Background: an optimization exercise with open tools, aiming at small area. Do not read the settings as production practice. Only simulation tests tie the RTL to the original design; equivalence was not proved. Power is estimated from default activity; no workload was simulated.

Design MyCPU, start of the top module:
module MyCPU(
  input CLK,
  input RST,
  output [31:0] nextPC,
  output [31:0] currPC,
  input [31:0] InsData,
  output [31:0] IRIns,
  output [5:0] op,
  output [4:0] rs,
  output [4:0] rt,
  output [4:0] rd,
  output [15:0] ID_immediate,
  output RegWre,
  output RegDst,
  output [1:0] J,
  output MEM_Read,
  output MEM_Write,
  output MEMtoReg,
  output ExtSign,
  output [2:0] ALUOp,
  output [31:0] Reg_DataBusA,
  output [31:0] Reg_DataBusB,
  output [4:0] addr,
  output [31:0] extended,
  output [1:0] MEM_Con,
  output [1:0] WB_Con,
  output [2:0] ALUCon,
  output [4:0] ID_EX_Reg_RS,
  output [4:0] ID_EX_Reg_RT,
  output [4:0] ID_EX_Reg_RD,
  output [31:0] ID_EX_Reg_immediate,
  output [31:0] ID_EX_DataBusA,
  output [31:0] ID_EX_DataBusB,
  output [31:0] result,
  output EX_MEM_Write_Con,
  output EX_MEM_Read_Con,
  output [31:0] EX_MEM_ALUOut,
  output EX_MEM_MEMtoReg,
  output EX_MEM_RegWre,
  output [4:0] EX_MEM_Reg_RD,
  output [31:0] rData,
  output WB_RegWre,
  output [31:0] WB_DataBus,
  output [4:0] WB_Reg_RD,
  output stall,
  ...
For scale: roughly 7600 cells after synthesis, ~2400 flip-flops, roughly 550 I/O pins, about 91000 um^2 of cells after synthesis.
clock: 13.0 ns
lec_check: 0
abc_area: 1
cap_margin: 20
core_margin: 2
core_utilization: 40
gpl_routability_driven: 1
place_density: 0.45
slew_margin: 20
synth_hierarchical: 1
synth_minimum_keep_size: 0
standard.sh (not shown) runs the stock make flow with config.mk's settings and CLKGATE_MAP_FILE= SYNTH_SCRIPT=/design/flow/synth_recipe.tcl, a recipe that flattens the netlist after the stock synthesis.
==> flow/flow/run.sh <==
#!/bin/bash
set -euo pipefail
W=$(pwd)
{
  cat <<EOF
proc abc {args} {
  set i [lsearch -exact \$args -script]
  if {\$i >= 0} { lset args [expr {\$i + 1}] $W/flow/nf.abc }
  yosys abc {*}\$args
}
EOF
  cat synth_recipe.tcl
} > my_synth.tcl
bash standard.sh SYNTH_SCRIPT=$W/my_synth.tcl "BUFFER_PORTS_ARGS=-buffer_cell sky130_fd_sc_hd__buf_1" finish > standard.log 2>&1
==> flow/flow/nf.abc <==
strash
&get -n
&dch
&nf -R 1000
&put
The first run completed without violations.
Rerun with:
CTS_BUF_LIST = sky130_fd_sc_hd__clkbuf_16   (was default)
CTS_CLUSTER_DIAMETER = 80   (was default)
CTS_CLUSTER_SIZE = 20   (was default)
Outcome: Power went down by 16%; fmax went up by 0.65%; clock skew decreases by 0.044 ns; flip-flop and latch count is unchanged; wire length is lower by 0.71%; worst setup slack improves by 0.081 ns; clock power shrinks by 35%; design area shrinks by 4.1%; synthesized cell count is unchanged; utilization goes down by 1.9 points; non-clock buffer count shrinks by 2.
Rerun with:
CAP_MARGIN = 10   (was 20)
CTS_CLUSTER_DIAMETER = 100   (was 80)
CTS_CLUSTER_SIZE = 24   (was 20)
SLEW_MARGIN = 10   (was 20)
Outcome: The changed run ran to the end with no violations. Clock power shrinks by 15%. Core utilization came out lower by 0.53 points. Sequential share of layout area increases by 0.55 points.

---

MyCPU, a different RTL version from the one above (not shown whole).
Size in the first run: about 7200 cells after synthesis, roughly 2400 flip-flops.
export LEC_CHECK = 0
export ABC_AREA = 1
export CAP_MARGIN = 10
export CORE_MARGIN = 2
export CORE_UTILIZATION = 40
export CTS_BUF_LIST = sky130_fd_sc_hd__clkbuf_16
export CTS_CLUSTER_DIAMETER = 100
export CTS_CLUSTER_SIZE = 24
export GPL_ROUTABILITY_DRIVEN = 1
export PLACE_DENSITY = 0.45
export SLEW_MARGIN = 10
export SYNTH_HIERARCHICAL = 1
export SYNTH_MINIMUM_KEEP_SIZE = 0
create_clock -name core_clock -period 13.0 [get_ports {CLK}]
Scripts as last shown in full above: flow/flow/run.sh, flow/flow/nf.abc
The baseline finished with timing, DRC and antenna clean.
Change:
Settings changed: CAP_MARGIN 10 to 20, CTS_CLUSTER_DIAMETER 100 to 80, CTS_CLUSTER_SIZE 24 to 20, SLEW_MARGIN 10 to 20.
Non-clock buffer count decreases by 5.
Clock power increases by 15%.
Routed wire length is about the same.
Register-to-register slack is worse by 40 ps.
Global-route usage increases by 0.18 points.

## afterwards: timing with drivers on the ports
In the flow no input, the clock included, has a driving cell. The finished layouts below were timed again as built, in two steps. Step 1 sets driving cells, clkbuf_16 on the clock port and buf_2 on the other inputs (assumed; they add their load-dependent delay and slew). Step 2 times the ports against the registers' clock, not the clock port: input delays grow and output delays shrink by t, the midpoint of the rising clock arrivals with the driver on. Three values: no drivers, after step 1, after step 2; two values: the first two.
run | shift t [ns] | setup slack, ns | worst setup path after step 2 | worst register clock-pin slew, ns
the first run of note 1 | 1.018 | 0.439 / 0.339 / 1.358 | register to output | 0.07 / 0.07
the second run of note 1 | 0.924 | 0.520 / 0.419 / 1.343 | register to output | 0.10 / 0.10
the third run of note 1 | 0.918 | 0.483 / 0.380 / 1.298 | register to output | 0.11 / 0.11
After both steps setup and hold are still met in every run listed.
